What follows belongs to an exercise in optimizing a design on an open flow for small area; a production flow would make more cautious choices. The RTL was checked by simulation tests, not by an equivalence proof against the original design.

==> run M <==
// top_full_design
module top_full_design
    #(
        parameter NB_ADDR = 6,
        parameter NB_DATA = 8
    )
    (
        output [NB_DATA - 1 : 0] o_log_data_from_ram,
        output o_log_ram_full,
        input [2:0] i_enable,
        input [1:0] i_sel,
        input i_reset,
        input clock
    );
Settings: LEC_CHECK=0, CAP_MARGIN=20, CORE_MARGIN=2, CORE_UTILIZATION=40, SLEW_MARGIN=20, SYNTH_MEMORY_MAX_BITS=16384; clock period 8.0 ns.
run.sh (not shown) runs the stock make flow with config.mk's settings and CLKGATE_MAP_FILE= SYNTH_SCRIPT=/design/flow/synth_recipe.tcl, a recipe that flattens the netlist after the stock synthesis.
==> inputs of run Y, as changes to run M <==
--- a/flow/design.v
+++ b/flow/design.v
@@ -29,198 +29,15 @@
   5'd26: u = 9'h186;
   5'd27: u = 9'h192;
   5'd28: u = 9'h1a3;
   5'd29: u = 9'h1b5;
   5'd30: u = 9'h1cc;
   5'd31: u = 9'h1e4;
 endcase
-reg [1:0] r4; always @* case(n[9:4])
-  6'd0: r4 = 2'd0;
-  6'd1: r4 = 2'd1;
-  6'd2: r4 = 2'd2;
-  6'd3: r4 = 2'd0;
-  6'd4: r4 = 2'd1;
-  6'd5: r4 = 2'd2;
-  6'd6: r4 = 2'd0;
-  6'd7: r4 = 2'd1;
-  6'd8: r4 = 2'd2;
-  6'd9: r4 = 2'd0;
-  6'd10: r4 = 2'd1;
-  6'd11: r4 = 2'd2;
-  6'd12: r4 = 2'd0;
-  6'd13: r4 = 2'd1;
-  6'd14: r4 = 2'd2;
-  6'd15: r4 = 2'd0;
-  6'd16: r4 = 2'd1;
-  6'd17: r4 = 2'd2;
-  6'd18: r4 = 2'd0;
-  6'd19: r4 = 2'd1;
-  6'd20: r4 = 2'd2;
-  6'd21: r4 = 2'd0;
-  6'd22: r4 = 2'd1;
-  6'd23: r4 = 2'd2;
-  6'd24: r4 = 2'd0;
-  6'd25: r4 = 2'd1;
-  6'd26: r4 = 2'd2;
-  6'd27: r4 = 2'd0;
-  6'd28: r4 = 2'd1;
-  6'd29: r4 = 2'd2;
-  6'd30: r4 = 2'd0;
-  6'd31: r4 = 2'd1;
-  6'd32: r4 = 2'd2;
-  6'd33: r4 = 2'd0;
-  6'd34: r4 = 2'd1;
-  6'd35: r4 = 2'd2;
-  6'd36: r4 = 2'd0;
-  6'd37: r4 = 2'd1;
-  6'd38: r4 = 2'd2;
-  6'd39: r4 = 2'd0;
-  6'd40: r4 = 2'd1;
-  6'd41: r4 = 2'd2;
-  6'd42: r4 = 2'd0;
-  6'd43: r4 = 2'd1;
-  6'd44: r4 = 2'd2;
-  6'd45: r4 = 2'd0;
-  6'd46: r4 = 2'd1;
-  6'd47: r4 = 2'd2;
-  6'd48: r4 = 2'd0;
-  6'd49: r4 = 2'd1;
-  6'd50: r4 = 2'd2;
-  6'd51: r4 = 2'd0;
-  6'd52: r4 = 2'd1;
-  6'd53: r4 = 2'd2;
-  6'd54: r4 = 2'd0;
-  6'd55: r4 = 2'd1;
-  6'd56: r4 = 2'd2;
-  6'd57: r4 = 2'd0;
-  6'd58: r4 = 2'd1;
-  6'd59: r4 = 2'd2;
-  6'd60: r4 = 2'd0;
-  6'd61: r4 = 2'd1;
-  6'd62: r4 = 2'd2;
-  6'd63: r4 = 2'd0;
-  default: r4 = 0; endcase
-reg [1:0] r6; always @* case(n[9:6])
-  4'd0: r6 = 2'd0;
-  4'd1: r6 = 2'd1;
-  4'd2: r6 = 2'd2;
-  4'd3: r6 = 2'd0;
-  4'd4: r6 = 2'd1;
-  4'd5: r6 = 2'd2;
-  4'd6: r6 = 2'd0;
-  4'd7: r6 = 2'd1;
-  4'd8: r6 = 2'd2;
-  4'd9: r6 = 2'd0;
-  4'd10: r6 = 2'd1;
-  4'd11: r6 = 2'd2;
-  4'd12: r6 = 2'd0;
-  4'd13: r6 = 2'd1;
-  4'd14: r6 = 2'd2;
-  4'd15: r6 = 2'd0;
-  default: r6 = 0; endcase
-reg [3:0] r9; always @* case(n[9:4])
-  6'd0: r9 = 4'd0;
-  6'd1: r9 = 4'd1;
-  6'd2: r9 = 4'd2;
-  6'd3: r9 = 4'd3;
-  6'd4: r9 = 4'd4;
-  6'd5: r9 = 4'd5;
-  6'd6: r9 = 4'd6;
-  6'd7: r9 = 4'd7;
-  6'd8: r9 = 4'd8;
-  6'd9: r9 = 4'd0;
-  6'd10: r9 = 4'd1;
-  6'd11: r9 = 4'd2;
-  6'd12: r9 = 4'd3;
-  6'd13: r9 = 4'd4;
-  6'd14: r9 = 4'd5;
-  6'd15: r9 = 4'd6;
-  6'd16: r9 = 4'd7;
-  6'd17: r9 = 4'd8;
-  6'd18: r9 = 4'd0;
-  6'd19: r9 = 4'd1;
-  6'd20: r9 = 4'd2;
-  6'd21: r9 = 4'd3;
-  6'd22: r9 = 4'd4;
-  6'd23: r9 = 4'd5;
-  6'd24: r9 = 4'd6;
-  6'd25: r9 = 4'd7;
-  6'd26: r9 = 4'd8;
-  6'd27: r9 = 4'd0;
-  6'd28: r9 = 4'd1;
-  6'd29: r9 = 4'd2;
-  6'd30: r9 = 4'd3;
-  6'd31: r9 = 4'd4;
-  6'd32: r9 = 4'd5;
-  6'd33: r9 = 4'd6;
-  6'd34: r9 = 4'd7;
-  6'd35: r9 = 4'd8;
-  6'd36: r9 = 4'd0;
-  6'd37: r9 = 4'd1;
-  6'd38: r9 = 4'd2;
-  6'd39: r9 = 4'd3;
-  6'd40: r9 = 4'd4;
-  6'd41: r9 = 4'd5;
-  6'd42: r9 = 4'd6;
-  6'd43: r9 = 4'd7;
-  6'd44: r9 = 4'd8;
-  6'd45: r9 = 4'd0;
-  6'd46: r9 = 4'd1;
-  6'd47: r9 = 4'd2;
-  6'd48: r9 = 4'd3;
-  6'd49: r9 = 4'd4;
-  6'd50: r9 = 4'd5;
-  6'd51: r9 = 4'd6;
-  6'd52: r9 = 4'd7;
-  6'd53: r9 = 4'd8;
-  6'd54: r9 = 4'd0;
-  6'd55: r9 = 4'd1;
-  6'd56: r9 = 4'd2;
-  6'd57: r9 = 4'd3;
-  6'd58: r9 = 4'd4;
-  6'd59: r9 = 4'd5;
-  6'd60: r9 = 4'd6;
-  6'd61: r9 = 4'd7;
-  6'd62: r9 = 4'd8;
-  6'd63: r9 = 4'd0;
-  default: r9 = 0; endcase
-reg [1:0] r5; always @* case(n[9:5])
-  5'd0: r5 = 2'd0;
-  5'd1: r5 = 2'd1;
-  5'd2: r5 = 2'd2;
-  5'd3: r5 = 2'd0;
-  5'd4: r5 = 2'd1;
-  5'd5: r5 = 2'd2;
-  5'd6: r5 = 2'd0;
-  5'd7: r5 = 2'd1;
-  5'd8: r5 = 2'd2;
-  5'd9: r5 = 2'd0;
-  5'd10: r5 = 2'd1;
-  5'd11: r5 = 2'd2;
-  5'd12: r5 = 2'd0;
-  5'd13: r5 = 2'd1;
-  5'd14: r5 = 2'd2;
-  5'd15: r5 = 2'd0;
-  5'd16: r5 = 2'd1;
-  5'd17: r5 = 2'd2;
-  5'd18: r5 = 2'd0;
-  5'd19: r5 = 2'd1;
-  5'd20: r5 = 2'd2;
-  5'd21: r5 = 2'd0;
-  5'd22: r5 = 2'd1;
-  5'd23: r5 = 2'd2;
-  5'd24: r5 = 2'd0;
-  5'd25: r5 = 2'd1;
-  5'd26: r5 = 2'd2;
-  5'd27: r5 = 2'd0;
-  5'd28: r5 = 2'd1;
-  5'd29: r5 = 2'd2;
-  5'd30: r5 = 2'd0;
-  5'd31: r5 = 2'd1;
-  default: r5 = 0; endcase
+wire [1:0] r4 = (n[9:4]) % 3; wire [1:0] r6 = n[9:6] % 3; wire [3:0] r9 = n[9:4] % 9; wire [1:0] r5 = n[9:5] % 3;
 wire [5:0] i0 = {r4,n[3:0]}; reg [7:0] v0; always @* case(i0)
   6'd0: v0 = 8'h2;
   6'd1: v0 = 8'h35;
   6'd2: v0 = 8'hc4;
   6'd3: v0 = 8'h1b;
   6'd4: v0 = 8'h22;
   6'd5: v0 = 8'hc3;
@@ -262,15 +79,15 @@
   6'd41: v0 = 8'hfa;
   6'd42: v0 = 8'hd6;
   6'd43: v0 = 8'h42;
   6'd44: v0 = 8'he2;
   6'd45: v0 = 8'heb;
   6'd46: v0 = 8'h40;
   6'd47: v0 = 8'hd0;
-  default: v0 = 8'bx; endcase
+  default: v0 = 0; endcase
 wire [7:0] i1 = {r6,n[5:0]}; reg [7:0] v1; always @* case(i1)
   8'd0: v1 = 8'h3;
   8'd1: v1 = 8'h24;
   8'd2: v1 = 8'h3c;
   8'd3: v1 = 8'h42;
   8'd4: v1 = 8'h35;
   8'd5: v1 = 8'h19;
@@ -456,15 +273,15 @@
   8'd185: v1 = 8'h2e;
   8'd186: v1 = 8'h10;
   8'd187: v1 = 8'hec;
   8'd188: v1 = 8'hcf;
   8'd189: v1 = 8'hc3;
   8'd190: v1 = 8'hc9;
   8'd191: v1 = 8'he0;
-  default: v1 = 8'bx; endcase
+  default: v1 = 0; endcase
 wire [7:0] i2 = {r9,n[3:0]}; reg [7:0] v2; always @* case(i2)
   8'd0: v2 = 8'h3;
   8'd1: v2 = 8'h2e;
   8'd2: v2 = 8'h42;
   8'd3: v2 = 8'h35;
   8'd4: v2 = 8'hd;
   8'd5: v2 = 8'he0;
@@ -602,15 +419,15 @@
   8'd137: v2 = 8'h3b;
   8'd138: v2 = 8'h41;
   8'd139: v2 = 8'h25;
   8'd140: v2 = 8'hf7;
   8'd141: v2 = 8'hd1;
   8'd142: v2 = 8'hc2;
   8'd143: v2 = 8'hd7;
-  default: v2 = 8'bx; endcase
+  default: v2 = 0; endcase
 wire [6:0] i3 = {r5,n[4:0]}; reg [7:0] v3; always @* case(i3)
   7'd0: v3 = 8'h2;
   7'd1: v3 = 8'h3c;
   7'd2: v3 = 8'h35;
   7'd3: v3 = 8'hf6;
   7'd4: v3 = 8'hc4;
   7'd5: v3 = 8'hd8;
@@ -700,15 +517,15 @@
   7'd89: v3 = 8'hc2;
   7'd90: v3 = 8'hea;
   7'd91: v3 = 8'h2c;
   7'd92: v3 = 8'h40;
   7'd93: v3 = 8'hf;
   7'd94: v3 = 8'hd0;
   7'd95: v3 = 8'hc9;
-  default: v3 = 8'bx; endcase
+  default: v3 = 0; endcase
 reg [7:0] v; always @* case(sel) 0: v=v0; 1: v=v1; 2: v=v2; default: v=v3; endcase
 wire [9:0] sum = {u[8],u} + {{2{v[7]}},v};
 wire [7:0] base = sum[8:1];
 reg inc, dec; always @* begin inc=0; dec=0; case({sel,n})
   12'd0: inc=1;
   12'd48: inc=1;
   12'd96: inc=1;
@@ -799,33 +616,35 @@
     if (~i_reset) begin
         for (i = 1; i <= 14; i = i + 1) dl[i] <= 8'd0;
     end else if (i_enable[0]) begin
         dl[1] <= x0;
         for (i = 1; i < 14; i = i + 1) dl[i+1] <= dl[i];
     end
 end
-function [14:0] sx;
-    input [7:0] v;
-    sx = {{7{v[7]}}, v};
-endfunction
-wire [14:0] g = 15'd3*(sx(dl[4])+sx(dl[10])) + {sx(dl[5])+sx(dl[9]), 3'd0}
-              + 15'd13*(sx(dl[6])+sx(dl[8])) + {sx(dl[7]), 4'd0}
-              - (sx(dl[1])+sx(dl[2])+sx(dl[12])+sx(dl[13])+sx(dl[14]));
-reg [14:0] g_r;
-reg        shifted;
-always @(posedge clock) begin
-    g_r     <= g;
-    shifted <= i_enable[0];
-end
-wire [14:0] acc = g_r - (shifted ? sx(dl[1]) : 15'd0);
+wire signed [14:0] t0  = {{7{x0[7]}}, x0};
+wire signed [14:0] t1  = {{7{dl[1][7]}}, dl[1]};
+wire signed [14:0] t2  = {{7{dl[2][7]}}, dl[2]};
+wire signed [14:0] t4  = {{7{dl[4][7]}}, dl[4]};
+wire signed [14:0] t5  = {{7{dl[5][7]}}, dl[5]};
+wire signed [14:0] t6  = {{7{dl[6][7]}}, dl[6]};
+wire signed [14:0] t7  = {{7{dl[7][7]}}, dl[7]};
+wire signed [14:0] t8  = {{7{dl[8][7]}}, dl[8]};
+wire signed [14:0] t9  = {{7{dl[9][7]}}, dl[9]};
+wire signed [14:0] t10 = {{7{dl[10][7]}}, dl[10]};
+wire signed [14:0] t12 = {{7{dl[12][7]}}, dl[12]};
+wire signed [14:0] t13 = {{7{dl[13][7]}}, dl[13]};
+wire signed [14:0] t14 = {{7{dl[14][7]}}, dl[14]};
+wire signed [14:0] acc = 15'sd3*(t4+t10) + 15'sd8*(t5+t9) + 15'sd13*(t6+t8) + 15'sd16*t7
+                       - (t0+t1+t2+t12+t13+t14);
 wire sat_ok = (acc[14] == acc[13]);
 wire [7:0] y = sat_ok ? {acc[14], acc[12:6]} : {acc[14], {7{~acc[14]}}};
-reg [7:0] y2, y3;
+reg [7:0] y1, y2, y3;
 always @(posedge clock) begin
-    y2 <= y;
+    y1 <= y;
+    y2 <= y1;
     y3 <= y2;
 end
 reg        run;
 reg [5:0]  wc;
 reg        full;
 wire       wc_last = &wc;
 always @(posedge clock) begin
==> impl_metrics.toml <==
[sta]
final.setup.worst_slack_ns = -3.709
setup_viol = 8
min_period_over_period_pct = 146.4

[clock_network]
post-cts-setup-buffer-count = 21

[pwr]
powerDensity_nw_per_um2 = 257.4

[finish]
fin_nets = 3920

[logic_synthesis]
synthXorXnorAreaFrac_pct = 1.903

[placement]
place_area_um2 = 44460

[status]
status = "finished with violations"
violatedChecks = "negative setup slack"

[floorplan]
fp.coreArea_um2 = 95290
# the run above: run Y

==> impl_metrics.toml <==
[placement]
place_area_um2 = 40980

[sta]
min_period_over_period_pct = 87.83
final.setup.worst_slack_ns = 0.9733
setup_viol = 0

[clock_network]
post-cts-setup-buffer-count = 0

[status]
status = "complete, no violations"

[finish]
fin_nets = 3621

[floorplan]
fp.coreArea_um2 = 96990

[pwr]
powerDensity_nw_per_um2 = 225.6
# the run above: run M

-- port drivers added, routing unchanged --
The flow's constraints put no driver on any port. The routed layouts listed below were extracted and timed again, unchanged, in two steps.
Step 1, drivers: a clkbuf_16 drives clock and a buf_2 each remaining input, both assumed.
Step 2 adds t to the input delays and takes it off the output delays; t is the mean of the earliest and latest rising clock arrival at the registers after step 1. Input paths then give back, and output paths get back, about the clock's delay inside the block.
Three values: ideal, step 1, step 2; two values: the first two.
| run | shift t [ns] | setup WS [ns] | worst register clock-pin slew, ns | worst data-port slew with drivers (ns) | cell pins on the clock port's net |
|---|---|---|---|---|---|
| run M | 0.679 | 0.973 / 0.973 / 0.973 | 0.07 / 0.07 | 0.04 | 1 |
| run Y | 0.703 | -3.709 / -3.709 / -3.709 | 0.07 / 0.07 | 0.04 | 1 |
